What follows belongs to an exercise in optimizing a design on an open flow for small area, a short achievable clock period and few clock cycles per item; a production flow would make more cautious choices.
Function was checked by simulation only, so behaviour that the tests miss may differ from the original.
Power and IR drop assume default switching activity.

==> flow/design.v <==
module fpadder (output logic [31:0] sum, output logic ready,
                input logic [31:0] a, input logic clock, nreset);
    logic [1:0] state;
    always_ff @(posedge clock, negedge nreset)
        if (!nreset) state <= 2'b00;
        else         state <= {state[1] ^ state[0], state[1] | ~state[0]};
    assign ready = state[1] & state[0];
    logic load;
    assign load = state[1] & ~state[0];
    logic [31:0] n;
    always_ff @(posedge clock) n <= a;
    function automatic logic less(input logic [31:0] x, input logic [31:0] y);
        logic [31:0] g, p;
        g = ~x & y;
        p = ~x | y;
        for (int w = 1; w < 32; w = w * 2)
            for (int j = 0; j + w < 32; j += 2 * w) begin
                g[j + 2*w - 1] = g[j + 2*w - 1] | (p[j + 2*w - 1] & g[j + w - 1]);
                p[j + 2*w - 1] = p[j + 2*w - 1] & p[j + w - 1];
            end
        less = g[31];
    endfunction
    function automatic logic [4:0] lzc32(input logic [31:0] x);
        logic [15:0] z1, c1;
        logic [7:0]  z2;
        logic [7:0][1:0] c2;
        logic [3:0]  z3;
        logic [3:0][2:0] c3;
        logic [1:0]  z4;
        logic [1:0][3:0] c4;
        for (int i = 0; i < 16; i++) begin
            z1[i] = ~x[2*i+1] & ~x[2*i];
            c1[i] = ~x[2*i+1];
        end
        for (int i = 0; i < 8; i++) begin
            z2[i] = z1[2*i+1] & z1[2*i];
            c2[i] = z1[2*i+1] ? {1'b1, c1[2*i]} : {1'b0, c1[2*i+1]};
        end
        for (int i = 0; i < 4; i++) begin
            z3[i] = z2[2*i+1] & z2[2*i];
            c3[i] = z2[2*i+1] ? {1'b1, c2[2*i]} : {1'b0, c2[2*i+1]};
        end
        for (int i = 0; i < 2; i++) begin
            z4[i] = z3[2*i+1] & z3[2*i];
            c4[i] = z3[2*i+1] ? {1'b1, c3[2*i]} : {1'b0, c3[2*i+1]};
        end
        lzc32 = z4[1] ? {1'b1, c4[0]} : {1'b0, c4[1]};
    endfunction
    function automatic logic [24:0] add25(input logic [24:0] x, input logic [24:0] y, input logic ci);
        logic [25:0] g, p, h;
        g = {x & y, ci};
        p = {x | y, 1'b0};
        h = {x ^ y, 1'b0};
        for (int k = 0; k < 5; k++)
            for (int i = 0; i < 26; i++)
                if ((i >> k) & 1) begin
                    g[i] = g[i] | (p[i] & g[((i >> k) << k) - 1]);
                    p[i] = p[i] & p[((i >> k) << k) - 1];
                end
        add25 = h[25:1] ^ g[24:0];
    endfunction
    logic [7:0]  em, en;
    logic [22:0] fm, fn;
    logic        sm, sn;
    assign {sm, em, fm} = a;
    assign {sn, en, fn} = n;
    logic nan_m, nan_n, inf_m, inf_n, sg, ege, flip;
    logic [8:0]  dmn;
    logic [7:0]  dnm, d;
    logic [23:0] bg, sml, shifted;
    logic [24:0] s1;
    logic        nan1, inf1, sign1;
    logic [7:0]  exp1;
    always_comb begin
        nan_m = (em == 8'hff) & (fm != 0);
        nan_n = (en == 8'hff) & (fn != 0);
        inf_m = (em == 8'hff) & (fm == 0);
        inf_n = (en == 8'hff) & (fn == 0);
        sg    = (sm == sn);
        dmn   = {1'b0, em} - {1'b0, en};
        dnm   = en - em;
        ege   = ~less({24'b0, em}, {24'b0, en});
        d     = ege ? dmn[7:0] : dnm;
        bg    = ege ? {1'b1, fm} : {1'b1, fn};
        sml   = ege ? {1'b1, fn} : {1'b1, fm};
        shifted = (d[7:5] != 0) ? 24'b0 : (sml >> d[4:0]);
        flip  = ~sg & (em == en) & (fm < fn);
        s1    = add25({1'b0, bg} ^ {25{flip}}, {1'b0, shifted} ^ {25{~sg & ~flip}}, ~sg);
        exp1  = ege ? em + 8'd1 : en + 8'd1;    
        sign1 = (ege & ~flip) ? sm : sn;
        nan1  = nan_m | nan_n;
        inf1  = (inf_m | inf_n) & ~(inf_m & inf_n & ~sg);
    end
    logic [24:0] s;
    logic [7:0]  e;      
    logic        sgn, nan, inf;
    always_ff @(posedge clock)
        if (load) begin
            s   <= s1;
            e   <= exp1;
            sgn <= sign1;
            nan <= nan1;
            inf <= inf1;
        end
    logic [4:0]  lz;
    logic [24:0] norm;
    logic [31:0] x0, x1, x2, x3, x4, x5;
    logic [7:0]  eo;
    logic        zero, ovf;
    always_comb begin
        lz   = lzc32({s, 7'b1000000});
        x0 = {s, 7'b0};
        x1 = lz[4] ? {x0[15:0], 16'b0} : x0;
        x2 = lz[3] ? {x1[23:0], 8'b0} : x1;
        x3 = lz[2] ? {x2[27:0], 4'b0} : x2;
        x4 = lz[1] ? {x3[29:0], 2'b0} : x3;
        x5 = lz[0] ? {x4[30:0], 1'b0} : x4;
        norm = x5[31:7];
        eo   = e - {3'b0, lz};
        zero = (s == 0) | (s[24] & (e == 8'h01) & (s[22:0] == 0));
        ovf  = s[24] & (e == 8'hff);
        if (nan)             sum = 32'h7fffffff;
        else if (inf | ovf)  sum = {sgn, 8'hff, 23'h0};
        else if (zero)       sum = 32'h0;
        else                 sum = {sgn, eo, norm[23:1]};
    end
endmodule
Settings: LEC_CHECK=0, ABC_AREA=1, CAP_MARGIN=20, CORE_MARGIN=2, CORE_UTILIZATION=50, SLEW_MARGIN=20; clock period 20.0 ns.
standard.sh (not shown) runs the stock make flow with config.mk's settings and CLKGATE_MAP_FILE= SYNTH_SCRIPT=/design/flow/synth_recipe.tcl, a recipe that flattens the netlist after the stock synthesis.
==> flow/flow/run.sh <==
#!/bin/bash
# Standard ORFS flow (the standard.sh, run unchanged) with these changes
# to how the layout is made, passed as make variables:
#  - ADDER_MAP_FILE= : synthesis leaves adders as plain gates for ABC to map
#    (no extraction into ripple chains of full/half adder cells);
#  - SETUP_SLACK_MARGIN : repair_timing is asked to leave a setup margin, so
#    it shortens the critical path well below the clock period;
#  - BUFFER_PORTS_ARGS : the port buffers use a plain buffer cell instead of
#    the delay cell that buffer_ports picks by default.
# All tool output goes to standard.log and ORFS's own logs under orfs/logs.
set -uo pipefail
bash standard.sh SETUP_SLACK_MARGIN=12 "BUFFER_PORTS_ARGS=-buffer_cell sky130_fd_sc_hd__buf_2" ADDER_MAP_FILE= finish > standard.log 2>&1
The starting point completed with no timing, DRC or antenna violations.
Testbench counts at the start, summed over its fixed seeds: cycles 9,600, items 3,200.
==> next run, changes <==
--- a/flow/flow/run.sh
+++ b/flow/flow/run.sh
@@ -12 +12 @@
-bash standard.sh SETUP_SLACK_MARGIN=12 "BUFFER_PORTS_ARGS=-buffer_cell sky130_fd_sc_hd__buf_2" ADDER_MAP_FILE= finish > standard.log 2>&1
+bash standard.sh SETUP_SLACK_MARGIN=11.5 "BUFFER_PORTS_ARGS=-buffer_cell sky130_fd_sc_hd__buf_2" ADDER_MAP_FILE= finish > standard.log 2>&1
The changed run passed the timing, design-rule and antenna checks.
Core utilization goes down by 1.4 points.
Setup slack loses 0.35 ns.
Design area goes down by 2.4%.
Wire length goes down by 4.9%.
Critical path depth goes up by 4.
==> next run, changes <==
--- a/flow/flow/run.sh
+++ b/flow/flow/run.sh
@@ -12 +12 @@
-bash standard.sh SETUP_SLACK_MARGIN=11.5 "BUFFER_PORTS_ARGS=-buffer_cell sky130_fd_sc_hd__buf_2" ADDER_MAP_FILE= finish > standard.log 2>&1
+bash standard.sh SETUP_SLACK_MARGIN=12.25 "BUFFER_PORTS_ARGS=-buffer_cell sky130_fd_sc_hd__buf_1" ADDER_MAP_FILE= finish > standard.log 2>&1
- CTS_BUF_LIST: not set -> sky130_fd_sc_hd__clkbuf_8
- TNS_END_PERCENT: not set -> 0
Result:
- The new run finished clean
- final area rose by 1.3%
- critical path depth goes up by 1
- setup slack gets better by 0.54 ns
- die area does not change
- core utilization is higher by 0.74 points
- final cell count increases by 1.3%
- count of clock-buffer cells in the layout stays the same
- hold slack improved by 0.0041 ns
- area after synthesis stays the same
- first-iteration DRC count came out higher by 1.9%

== job 2005 ==
// fpadder: RTL as listed in full above, without the edits since
clock: 20.0 ns
lec_check: 0
abc_area: 1
cap_margin: 20
core_margin: 2
core_utilization: 50
slew_margin: 20
tns_end_percent: 0
==> flow/flow/run.sh <==
#!/bin/bash
# Standard ORFS flow (the standard.sh, run unchanged) with these changes
# to how the layout is made, passed as make variables:
#  - ADDER_MAP_FILE= : synthesis leaves adders as plain gates for ABC to map
#    (no extraction into ripple chains of full/half adder cells);
#  - SETUP_SLACK_MARGIN : repair_timing is asked to leave a setup margin, so
#    it shortens the critical path well below the clock period;
#  - BUFFER_PORTS_ARGS : the port buffers use a plain buffer cell instead of
#    the delay cell that buffer_ports picks by default.
# All tool output goes to standard.log and ORFS's own logs under orfs/logs.
set -uo pipefail
bash standard.sh SETUP_SLACK_MARGIN=12.5 "BUFFER_PORTS_ARGS=-buffer_cell sky130_fd_sc_hd__buf_2" ADDER_MAP_FILE= finish > standard.log 2>&1
Testbench counts of job 2005, summed over its fixed seeds: cycles 9,600, items 3,200.
#### Input delta (job 9450 over job 2005)
# job 2005
export LEC_CHECK = 0
export ABC_AREA = 1
export CAP_MARGIN = 20
export CORE_MARGIN = 2
export CORE_UTILIZATION = 50
export SLEW_MARGIN = 20
export TNS_END_PERCENT = 0
create_clock -name core_clock -period 20.0 [get_ports {clock}]
# job 9450
export LEC_CHECK = 0
export ABC_AREA = 1
export CAP_MARGIN = 20
export CORE_MARGIN = 2
export CORE_UTILIZATION = 50
export CTS_BUF_LIST = sky130_fd_sc_hd__clkbuf_8
export SLEW_MARGIN = 20
export TNS_END_PERCENT = 0
create_clock -name core_clock -period 20.0 [get_ports {clock}]
--- a/flow/flow/run.sh
+++ b/flow/flow/run.sh
@@ -11,2 +11,2 @@
 set -uo pipefail
-bash standard.sh SETUP_SLACK_MARGIN=12.5 "BUFFER_PORTS_ARGS=-buffer_cell sky130_fd_sc_hd__buf_2" ADDER_MAP_FILE= finish > standard.log 2>&1
+bash standard.sh SETUP_SLACK_MARGIN=12.0 "BUFFER_PORTS_ARGS=-buffer_cell sky130_fd_sc_hd__buf_1" ADDER_MAP_FILE= finish > standard.log 2>&1
[summary]
The higher final core area utilization of job 9450 and job 2005 is in job 2005.
Relative to job 2005, the critical path depth in cells measured on job 9450 has increased by more than 10%.
Total net switching power improves in job 9450 relative to job 2005.
Power: job 9450 draws less than job 2005
Max met3 usage in global routing across job 9450 and job 2005: job 2005
The run with more routed wire is job 2005, not job 9450.
Changes observed in job 9450 relative to job 2005: power density of the placed cells shows a reduction of 3.2%, number of ordinary inverters in the final layout shows a reduction of about 0.6%.
Number of endpoints with negative hold slack in the final report came out exactly the same in job 9450 and job 2005.
Area: job 9450 vs job 2005 -> job 9450 smaller
What job 5360 does differently from job 9450 at the input level:
# job 9450
export LEC_CHECK = 0
export ABC_AREA = 1
export CAP_MARGIN = 20
export CORE_MARGIN = 2
export CORE_UTILIZATION = 50
export CTS_BUF_LIST = sky130_fd_sc_hd__clkbuf_8
export SLEW_MARGIN = 20
export TNS_END_PERCENT = 0
create_clock -name core_clock -period 20.0 [get_ports {clock}]
# job 5360
export LEC_CHECK = 0
export ABC_AREA = 1
export CAP_MARGIN = 20
export CORE_MARGIN = 2
export CORE_UTILIZATION = 50
export SLEW_MARGIN = 20
create_clock -name core_clock -period 20.0 [get_ports {clock}]
--- a/flow/flow/run.sh
+++ b/flow/flow/run.sh
@@ -11,2 +11,2 @@
 set -uo pipefail
-bash standard.sh SETUP_SLACK_MARGIN=12.0 "BUFFER_PORTS_ARGS=-buffer_cell sky130_fd_sc_hd__buf_1" ADDER_MAP_FILE= finish > standard.log 2>&1
+bash standard.sh SETUP_SLACK_MARGIN=13 "BUFFER_PORTS_ARGS=-buffer_cell sky130_fd_sc_hd__buf_2" ADDER_MAP_FILE= finish > standard.log 2>&1
Notes after the runs:
All-layer global routing usage: job 5360 vs job 9450 up 4.5 points
Re post-synthesis cell count: no difference whatsoever between job 5360 and job 9450.
In job 5360 relative to job 9450, number of inserted filler cells in the final layout had gone down by more than 10%.
Cells: job 5360 has more instances than job 9450
Min maximum number of pins on one net before global-route repair across job 9450 and job 5360: job 5360
Compared to job 9450, the routing of job 5360 uses more wire.

## re-timing with driven ports
In the flow no input, the clock included, has a driving cell. The finished layouts below were timed again as built, in two steps. Step 1: set_driving_cell puts a clkbuf_16 on clock and a buf_2 on each other input, an assumption about the parent block. Step 2 adds t to the input delays and takes it off the output delays; t is the mean of the earliest and latest rising clock arrival at the registers after step 1. Input paths then give back, and output paths get back, about the clock's delay inside the block. Three values: no drivers, after step 1, after step 2; two values: the first two.
run	t (ns)	setup WS [ns]	slew at the worst register clock pin (ns)	cell pins on the clock port's net
the first run of note 1	0.396	12.306 / 12.262 / 12.018	0.07 / 0.07	1
the second run of note 1	0.397	11.959 / 11.914 / 11.726	0.08 / 0.08	1
the third run of note 1	0.420	12.499 / 12.459 / 12.164	0.10 / 0.10	1
job 2005	0.394	12.603 / 12.559 / 12.358	0.07 / 0.07	1
job 9450	0.427	12.342 / 12.298 / 11.967	0.11 / 0.11	1
job 5360	0.397	12.638 / 12.594 / 12.618	0.08 / 0.08	1
After both steps setup and hold are still met in every run listed. For job 9450, which loses most, drivers alone change the setup slack by -0.044 ns; drivers and shift together by -0.375 ns.
